Background: an optimization exercise with open tools, aiming at small area and a short achievable clock period. Do not read the settings as production practice.
RTL that was checked went through simulation tests only; none was proved equivalent to the original.
Power and IR drop assume default switching activity.

==> run a: inputs <==
Design fp16_arith, start of the top module:
module fp16_arith(
input clk,
input [15:0] numi1,
input [15:0] numi2,
output [15:0] sum,
output [1:0] iszero,
output [1:0] isinf,
output isnan,
output [15:0] prod
    );
    fp16_adder u_add(
        .numi1(numi1),
        .numi2(numi2),
        .clk(clk),
        .ans(sum),
        .iszero(iszero),
        .isinf(isinf),
        .isnan(isnan)
    );
    fp16_simple_multiplier u_mul(
        .numi1(numi1),
        .numi2(numi2),
        .clk(clk),
        .ans(prod)
    );
endmodule
clock: 17.0 ns
lec_check: 0
cap_margin: 20
core_margin: 2
core_utilization: 60
slew_margin: 20
standard.sh (not shown) runs the stock make flow with config.mk's settings and CLKGATE_MAP_FILE= SYNTH_SCRIPT=/design/flow/synth_recipe.tcl, a recipe that flattens the netlist after the stock synthesis.
==> flow/flow/run.sh <==
#!/bin/bash
# Own layout flow: the standard ORFS flow, with plain buf_1 cells as the
# port buffers (buffer_ports would otherwise pick clkdlybuf4s50_1, a slow
# delay cell). Every input and output port still gets its own buffer.
set -euo pipefail
export BUFFER_PORTS_ARGS="-buffer_cell sky130_fd_sc_hd__buf_1"
if [[ -f flow/env.sh ]]; then source flow/env.sh; fi
bash standard.sh > standard.log 2>&1
==> flow/flow/env.sh <==
export SETUP_SLACK_MARGIN=9
==> run b (differences from run a) <==
SYNTH_HIERARCHICAL = 1   (was not set)
==> qor summary <==
| metric | run a | run b |
|---|---|---|
| Run status | finished clean | finished clean |
| Met3 demand-to-capacity share in global routing | 0.0384 | 0.0332 |
| Global routing met1 resource utilization | 0.371 | 0.415 |
| Overall track demand over capacity in global routing | 0.289 | 0.297 |
| Detailed placement HPWL | 14500 um | 14500 um |
| Overall power after layout | 0.00143 W | 0.00138 W |
| Syn avg cell area | 8.13 sq um | 8.98 sq um |
| Peak supply drop | 0.239 mV | 0.0869 mV |
| Ys Warns | 2 | 8 |
| Sw frac | 0.478 | 0.492 |
| Transition time at the pin with the least slew margin | 0.970 ns | 0.969 ns |
| Non-clk buf share | 0.0938 | 0.0794 |
| Highest clock rate | 0.123 GHz | 0.120 GHz |
| Fraction of the mapped netlist area in simple logic gates | 0.182 | 0.202 |
| Cell Pwr Density | 161 nW/um^2 | 163 nW/um^2 |
| WP data arrival | 8.33 ns | 8.55 ns |
| Post-CTS Setup Inserts | 30 | 19 |
| Hold WS | 3.29 ns | 3.32 ns |
No run of this note included a check of the RTL's function; only the layout flow was run.

==> inputs of v23 <==
fp16_arith, a different RTL version from the one above (not shown whole).
Design fp16_arith, start of the top module:
module fp16_arith(
input clk,
input [15:0] numi1,
input [15:0] numi2,
output [15:0] sum,
output [1:0] iszero,
output [1:0] isinf,
output isnan,
output [15:0] prod
    );
Settings: LEC_CHECK=0, CAP_MARGIN=20, CORE_MARGIN=2, CORE_UTILIZATION=60, SLEW_MARGIN=20, SYNTH_HIERARCHICAL=1; clock period 17.0 ns.
Scripts as last shown in full above: flow/flow/run.sh, flow/flow/env.sh
==> v21: changes against v23 <==
--- a/flow/design.v
+++ b/flow/design.v
@@ -19,64 +19,60 @@
     wire special = (&e1) | (&e2);
     wire [5:0]  d12  = {1'b0, e1} - {1'b0, e2};
     wire [4:0]  d21  = e2 - e1;
     wire        ge   = ~d12[5];
     wire [4:0]  d    = ge ? d12[4:0] : d21;
     wire [4:0]  emax = ge ? e1 : e2;
     wire [10:0] m2s  = m2 >> d;
     wire        sz = s1 ^ s2;
-    wire [11:0] t;
-    wire        tco;
-    fp16_add12 u_t(.a({1'b0, m1}), .b({1'b0, m2s} ^ {12{sz}}), .ci(sz), .s(t), .co(tco));
+    wire [11:0] t  = {1'b0, m1} + ({1'b0, m2s} ^ {12{sz}}) + {11'd0, sz};
+    wire        neg = sz & (e1 == e2) & (numi2[9:0] > numi1[9:0]);
+    wire [9:0]  nt  = numi2[9:0] - numi1[9:0];
     reg [4:0] emax_r;
-    reg       c_r, h_r, s1_r, sz_r;
+    reg       c_r, h_r, rs_r;
     reg [9:0] v_r;
     always @(posedge clk) begin
         isinf  <= inf_p ? 2'b01 : inf_n ? 2'b10 : 2'b00;
         isnan  <= special & ~inf_p & ~inf_n;
         emax_r <= emax;
         c_r    <= t[11];
         h_r    <= t[10];
-        s1_r   <= s1;
-        sz_r   <= sz;
-        v_r    <= t[9:0];
+        rs_r   <= neg ? s2 : s1;
+        v_r    <= neg ? {nt[9:1], 1'b0} : t[9:0];
     end
-    wire       neg = c_r & sz_r;
-    wire       rs  = s1_r ^ neg;
-    wire [9:0] nv  = 10'd0 - v_r;
     reg [3:0] lz;
     integer i;
     always @* begin
         lz = 4'd10;
         for (i = 0; i < 10; i = i + 1)
             if (v_r[i]) lz = 4'd9 - i[3:0];
     end
     wire [4:0] xe = emax_r + ~{1'b0, lz};
     wire       uf = (xe == 5'd0) | (xe >= 5'd15);
     wire [9:0] vn = v_r << lz;
     reg [4:0] re;
     reg [9:0] rf;
     always @* begin
         if (c_r) begin
             re = emax_r + 5'd1;
-            rf = neg ? {1'b0, nv[9:1]} : {1'b0, v_r[9:1]};
+            rf = {1'b0, v_r[9:1]};
         end else if (!h_r) begin
             re = uf ? 5'd18 : xe;
             rf = uf ? 10'd0 : {vn[8:0], 1'b0};
         end else begin
             re = 5'd0;
             rf = v_r;
         end
     end
     wire zero = ~c_r & (v_r == 10'd0);
-    wire zsgn = s1_r & h_r;
+    wire zsgn = rs_r & h_r;
     wire spec = isinf[1] | isinf[0] | isnan;
     assign iszero = (spec | ~zero) ? 2'b00 : {1'b1, ~zsgn};
-    assign ans    = (spec | zero) ? 16'd0 : {rs, re, rf};
+    assign ans    = (spec | zero) ? 16'd0 : {rs_r, re, rf};
 endmodule
 `timescale 1ns / 1ps
 module fp16_simple_multiplier(
 input [15:0] numi1,
 input [15:0] numi2,
 input clk,
 output [15:0] ans
     );
@@ -360,93 +356,39 @@
     wire fs87, fc87;
     fp16_fa u_fs87 (.a(fc69), .b(fs70), .c(y[7]), .s(fs87), .co(fc87));
     wire fs88, fc88;
     fp16_fa u_fs88 (.a(fc70), .b(fs71), .c(y[8]), .s(fs88), .co(fc88));
     wire fs89, fc89;
     fp16_fa u_fs89 (.a(fc71), .b(x[9]), .c(y[9]), .s(fs89), .co(fc89));
     assign ra = {1'b0, fc89, fc88, fc87, fc86, fc85, fc84, fc83, fc82, fc81, fc80, fc79, fc78, fc77, fc76, fc75, fc74, fc73, hc72, hs72, pp0_1, pp0_0};
     assign rb = {1'b0, 1'b1, fs89, fs88, fs87, fs86, fs85, fs84, fs83, fs82, fs81, fs80, fs79, fs78, fs77, fs76, fs75, fs74, fs73, pp2_0, pp1_0, 1'b0};
-    wire [10:0] ls  = {1'b0, ra[9:0]} + {1'b0, rb[9:0]};
-    wire [8:0]  zb  = (ra[8:0] ^ rb[8:0]) ^ {ra[7:0] | rb[7:0], 1'b0};
-    wire        gt  = ls[9] & (zb != 9'd0);
-    wire [11:0] hi;
-    wire        hco;
-    fp16_add12 u_hi(.a(ra[21:10]), .b(rb[21:10]), .ci(ls[10]), .s(hi), .co(hco));
+    wire [21:0] p   = ra + rb;
     wire        sz  = numi1[15] ^ numi2[15];
     reg  [11:0] hi_r;
     reg         inc_r, sz_r;
     reg  [4:0]  eb_r;
     always @(posedge clk) begin
-        hi_r  <= hi;
-        inc_r <= sz ^ gt;
+        hi_r  <= p[21:10];
+        inc_r <= sz ^ (p[9] & (p[8:0] != 9'd0));
         sz_r  <= sz;
         eb_r  <= numi1[14:10] + numi2[14:10] + 5'd17;
     end
     wire [11:0] r   = hi_r + {11'd0, inc_r};
     wire [4:0]  eb1 = eb_r + 5'd1;
     assign ans = r[11] ? {sz_r, eb1, r[10:1]} : {sz_r, eb_r, r[9:0]};
 endmodule
 module fp16_fa(input a, input b, input c, output s, output co);
     assign s  = a ^ b ^ c;
     assign co = (a & b) | (c & (a ^ b));
 endmodule
 module fp16_ha(input a, input b, output s, output co);
     assign s  = a ^ b;
     assign co = a & b;
 endmodule
-module fp16_add12(
-input  [11:0] a,
-input  [11:0] b,
-input         ci,
-output [11:0] s,
-output        co
-    );
-    wire [12:0] g0 = {a & b, ci};
-    wire [12:0] p0 = {a ^ b, 1'b0};
-    wire [12:0] g1, p1, g2, p2, g3, p3, g4;
-    genvar i;
-    generate
-        for (i = 0; i < 13; i = i + 1) begin : l1
-            if (i >= 1) begin
-                assign g1[i] = g0[i] | (p0[i] & g0[i-1]);
-                assign p1[i] = p0[i] & p0[i-1];
-            end else begin
-                assign g1[i] = g0[i];
-                assign p1[i] = p0[i];
-            end
-        end
-        for (i = 0; i < 13; i = i + 1) begin : l2
-            if (i >= 2) begin
-                assign g2[i] = g1[i] | (p1[i] & g1[i-2]);
-                assign p2[i] = p1[i] & p1[i-2];
-            end else begin
-                assign g2[i] = g1[i];
-                assign p2[i] = p1[i];
-            end
-        end
-        for (i = 0; i < 13; i = i + 1) begin : l3
-            if (i >= 4) begin
-                assign g3[i] = g2[i] | (p2[i] & g2[i-4]);
-                assign p3[i] = p2[i] & p2[i-4];
-            end else begin
-                assign g3[i] = g2[i];
-                assign p3[i] = p2[i];
-            end
-        end
-        for (i = 0; i < 13; i = i + 1) begin : l4
-            if (i >= 8)
-                assign g4[i] = g3[i] | (p3[i] & g3[i-8]);
-            else
-                assign g4[i] = g3[i];
-        end
-    endgenerate
-    assign s  = p0[12:1] ^ g4[11:0];
-    assign co = g4[12];
-endmodule
 `timescale 1ns / 1ps
 module fp16_arith(
 input clk,
 input [15:0] numi1,
 input [15:0] numi2,
 output [15:0] sum,
 output [1:0] iszero,
 output [1:0] isinf,
- CORE_UTILIZATION: 60 -> 40
- SYNTH_HIERARCHICAL: 1 -> not set
removed: flow/flow/env.sh
==> v7: changes against v23 <==
--- a/flow/design.v
+++ b/flow/design.v
@@ -19,42 +19,51 @@
     wire special = (&e1) | (&e2);
     wire [5:0]  d12  = {1'b0, e1} - {1'b0, e2};
     wire [4:0]  d21  = e2 - e1;
     wire        ge   = ~d12[5];
     wire [4:0]  d    = ge ? d12[4:0] : d21;
     wire [4:0]  emax = ge ? e1 : e2;
     wire [10:0] m2s  = m2 >> d;
     wire        sz = s1 ^ s2;
-    wire [11:0] t;
-    wire        tco;
-    fp16_add12 u_t(.a({1'b0, m1}), .b({1'b0, m2s} ^ {12{sz}}), .ci(sz), .s(t), .co(tco));
+    wire [11:0] tp, tgg, tgp;
+    fp16_pg12 u_t(.a({1'b0, m1}), .b({1'b0, m2s} ^ {12{sz}}), .p(tp), .gg(tgg), .gp(tgp));
+    wire [11:0] t  = tp ^ {tgg[10:0] | (tgp[10:0] & {11{sz}}), sz};
     reg [4:0] emax_r;
     reg       c_r, h_r, s1_r, sz_r;
     reg [9:0] v_r;
     always @(posedge clk) begin
         isinf  <= inf_p ? 2'b01 : inf_n ? 2'b10 : 2'b00;
         isnan  <= special & ~inf_p & ~inf_n;
         emax_r <= emax;
         c_r    <= t[11];
         h_r    <= t[10];
         s1_r   <= s1;
         sz_r   <= sz;
         v_r    <= t[9:0];
     end
     wire       neg = c_r & sz_r;
     wire       rs  = s1_r ^ neg;
     wire [9:0] nv  = 10'd0 - v_r;
-    reg [3:0] lz;
-    integer i;
-    always @* begin
-        lz = 4'd10;
-        for (i = 0; i < 10; i = i + 1)
-            if (v_r[i]) lz = 4'd9 - i[3:0];
-    end
+    wire [9:0] zt;
+    assign zt[0] = ~v_r[9];
+    assign zt[1] = ~|v_r[9:8];
+    assign zt[2] = ~|v_r[9:7];
+    assign zt[3] = ~|v_r[9:6];
+    assign zt[4] = ~|v_r[9:5];
+    assign zt[5] = ~|v_r[9:4];
+    assign zt[6] = ~|v_r[9:3];
+    assign zt[7] = ~|v_r[9:2];
+    assign zt[8] = ~|v_r[9:1];
+    assign zt[9] = ~|v_r[9:0];
+    wire [3:0] lz = {zt[7],
+                     zt[3] & ~zt[7],
+                     (zt[1] & ~zt[3]) | (zt[5] & ~zt[7]),
+                     (zt[0] & ~zt[1]) | (zt[2] & ~zt[3]) | (zt[4] & ~zt[5]) |
+                     (zt[6] & ~zt[7]) | (zt[8] & ~zt[9])};
     wire [4:0] xe = emax_r + ~{1'b0, lz};
     wire       uf = (xe == 5'd0) | (xe >= 5'd15);
     wire [9:0] vn = v_r << lz;
     reg [4:0] re;
     reg [9:0] rf;
     always @* begin
         if (c_r) begin
             re = emax_r + 5'd1;
@@ -62,17 +71,17 @@
         end else if (!h_r) begin
             re = uf ? 5'd18 : xe;
             rf = uf ? 10'd0 : {vn[8:0], 1'b0};
         end else begin
             re = 5'd0;
             rf = v_r;
         end
     end
-    wire zero = ~c_r & (v_r == 10'd0);
+    wire zero = ~c_r & zt[9];
     wire zsgn = s1_r & h_r;
     wire spec = isinf[1] | isinf[0] | isnan;
     assign iszero = (spec | ~zero) ? 2'b00 : {1'b1, ~zsgn};
     assign ans    = (spec | zero) ? 16'd0 : {rs, re, rf};
 endmodule
 `timescale 1ns / 1ps
 module fp16_simple_multiplier(
 input [15:0] numi1,
@@ -360,22 +369,38 @@
     wire fs87, fc87;
     fp16_fa u_fs87 (.a(fc69), .b(fs70), .c(y[7]), .s(fs87), .co(fc87));
     wire fs88, fc88;
     fp16_fa u_fs88 (.a(fc70), .b(fs71), .c(y[8]), .s(fs88), .co(fc88));
     wire fs89, fc89;
     fp16_fa u_fs89 (.a(fc71), .b(x[9]), .c(y[9]), .s(fs89), .co(fc89));
     assign ra = {1'b0, fc89, fc88, fc87, fc86, fc85, fc84, fc83, fc82, fc81, fc80, fc79, fc78, fc77, fc76, fc75, fc74, fc73, hc72, hs72, pp0_1, pp0_0};
     assign rb = {1'b0, 1'b1, fs89, fs88, fs87, fs86, fs85, fs84, fs83, fs82, fs81, fs80, fs79, fs78, fs77, fs76, fs75, fs74, fs73, pp2_0, pp1_0, 1'b0};
-    wire [10:0] ls  = {1'b0, ra[9:0]} + {1'b0, rb[9:0]};
+    wire [9:0]  lg  = ra[9:0] & rb[9:0];
+    wire [9:0]  lp  = ra[9:0] ^ rb[9:0];
+    wire        g10 = lg[1] | (lp[1] & lg[0]);
+    wire        g32 = lg[3] | (lp[3] & lg[2]);
+    wire        p32 = lp[3] & lp[2];
+    wire        g54 = lg[5] | (lp[5] & lg[4]);
+    wire        p54 = lp[5] & lp[4];
+    wire        g76 = lg[7] | (lp[7] & lg[6]);
+    wire        p76 = lp[7] & lp[6];
+    wire        g98 = lg[9] | (lp[9] & lg[8]);
+    wire        p98 = lp[9] & lp[8];
+    wire        g30 = g32 | (p32 & g10);
+    wire        g74 = g76 | (p76 & g54);
+    wire        p74 = p76 & p54;
+    wire        g70 = g74 | (p74 & g30);
+    wire        c9  = lg[8] | (lp[8] & g70);
+    wire        c10 = g98 | (p98 & g70);
     wire [8:0]  zb  = (ra[8:0] ^ rb[8:0]) ^ {ra[7:0] | rb[7:0], 1'b0};
-    wire        gt  = ls[9] & (zb != 9'd0);
-    wire [11:0] hi;
-    wire        hco;
-    fp16_add12 u_hi(.a(ra[21:10]), .b(rb[21:10]), .ci(ls[10]), .s(hi), .co(hco));
+    wire        gt  = (lp[9] ^ c9) & (zb != 9'd0);
+    wire [11:0] hp, hgg, hgp;
+    fp16_pg12 u_hi(.a(ra[21:10]), .b(rb[21:10]), .p(hp), .gg(hgg), .gp(hgp));
+    wire [11:0] hi  = hp ^ {hgg[10:0] | (hgp[10:0] & {11{c10}}), c10};
     wire        sz  = numi1[15] ^ numi2[15];
     reg  [11:0] hi_r;
     reg         inc_r, sz_r;
     reg  [4:0]  eb_r;
     always @(posedge clk) begin
         hi_r  <= hi;
         inc_r <= sz ^ gt;
         sz_r  <= sz;
@@ -388,64 +413,66 @@
 module fp16_fa(input a, input b, input c, output s, output co);
     assign s  = a ^ b ^ c;
     assign co = (a & b) | (c & (a ^ b));
 endmodule
 module fp16_ha(input a, input b, output s, output co);
     assign s  = a ^ b;
     assign co = a & b;
 endmodule
-module fp16_add12(
+module fp16_pg12(
 input  [11:0] a,
 input  [11:0] b,
-input         ci,
-output [11:0] s,
-output        co
+output [11:0] p,
+output [11:0] gg,
+output [11:0] gp
     );
-    wire [12:0] g0 = {a & b, ci};
-    wire [12:0] p0 = {a ^ b, 1'b0};
-    wire [12:0] g1, p1, g2, p2, g3, p3, g4;
+    wire [11:0] g0 = a & b;
+    wire [11:0] p0 = a ^ b;
+    wire [11:0] g1, p1, g2, p2, g3, p3;
     genvar i;
     generate
-        for (i = 0; i < 13; i = i + 1) begin : l1
+        for (i = 0; i < 12; i = i + 1) begin : l1
             if (i >= 1) begin
                 assign g1[i] = g0[i] | (p0[i] & g0[i-1]);
                 assign p1[i] = p0[i] & p0[i-1];
             end else begin
                 assign g1[i] = g0[i];
                 assign p1[i] = p0[i];
             end
         end
-        for (i = 0; i < 13; i = i + 1) begin : l2
+        for (i = 0; i < 12; i = i + 1) begin : l2
             if (i >= 2) begin
                 assign g2[i] = g1[i] | (p1[i] & g1[i-2]);
                 assign p2[i] = p1[i] & p1[i-2];
             end else begin
                 assign g2[i] = g1[i];
                 assign p2[i] = p1[i];
             end
         end
-        for (i = 0; i < 13; i = i + 1) begin : l3
+        for (i = 0; i < 12; i = i + 1) begin : l3
             if (i >= 4) begin
                 assign g3[i] = g2[i] | (p2[i] & g2[i-4]);
                 assign p3[i] = p2[i] & p2[i-4];
             end else begin
                 assign g3[i] = g2[i];
                 assign p3[i] = p2[i];
             end
         end
-        for (i = 0; i < 13; i = i + 1) begin : l4
-            if (i >= 8)
-                assign g4[i] = g3[i] | (p3[i] & g3[i-8]);
-            else
-                assign g4[i] = g3[i];
+        for (i = 0; i < 12; i = i + 1) begin : l4
+            if (i >= 8) begin
+                assign gg[i] = g3[i] | (p3[i] & g3[i-8]);
+                assign gp[i] = p3[i] & p3[i-8];
+            end else begin
+                assign gg[i] = g3[i];
+                assign gp[i] = p3[i];
+            end
         end
     endgenerate
-    assign s  = p0[12:1] ^ g4[11:0];
-    assign co = g4[12];
+    assign p = p0;
 endmodule
 `timescale 1ns / 1ps
 module fp16_arith(
 input clk,
 input [15:0] numi1,
 input [15:0] numi2,
 output [15:0] sum,
 output [1:0] iszero,
==> comparison <==
v7 finished clean. v23 passed the timing, DRC and antenna checks. v21 produced a clean layout. Worst setup slack: v7 is better than v21 (410 ps). Against v7, the critical path depth of v21 is higher by 6. Against v7, the fmax of v21 is smaller by about 5%. Against v7, the combinational power of v23 is lower by about 8%. The highest synthesized cell count belongs to v21, the lowest to v23. The lowest design area belongs to v23, the highest to v21. The highest final cell count belongs to v21, the lowest to v23.
No functional check of the RTL was part of v23 and v7.

==> static timing again, ports no longer ideal <==
How much do the figures lean on ideal ports? The routed layouts below were timed once more, with nothing changed but the port constraints.
Step 1 (the two cells are an assumption about what drives the block):
set clk [get_ports {clk}]
set_driving_cell -lib_cell sky130_fd_sc_hd__clkbuf_16 $clk
set_driving_cell -lib_cell sky130_fd_sc_hd__buf_2 [delete_from_list [all_inputs] $clk]
Step 2 adds t to the input delays and takes it off the output delays; t is the mean of the earliest and latest rising clock arrival at the registers after step 1. Input paths then give back, and output paths get back, about the clock's delay inside the block.
Slacks: no drivers / after step 1 / after step 2; pairs: no drivers / after step 1.
run | t (ns) | setup WS [ns] | worst hold slack (ns) | slew at the worst register clock pin (ns)
run a | 0.339 | 8.857 / 8.850 / 8.511 | 3.287 / 3.267 / 3.606 | 0.07 / 0.07
run b | 0.319 | 8.660 / 8.649 / 8.331 | 3.323 / 3.305 / 3.624 | 0.06 / 0.06
v23 | 0.323 | 8.898 / 8.909 / 8.586 | 3.360 / 3.344 / 3.667 | 0.07 / 0.07
v21 | 0.315 | 8.775 / 8.782 / 8.468 | 3.432 / 3.422 / 3.737 | 0.06 / 0.06
v7 | 0.313 | 9.184 / 9.155 / 8.878 | 3.393 / 3.378 / 3.691 | 0.06 / 0.06
After both steps every run listed still meets setup and hold. The setup slack of run a, which loses most, moves by -0.007 ns with the drivers and by -0.346 ns with both steps.
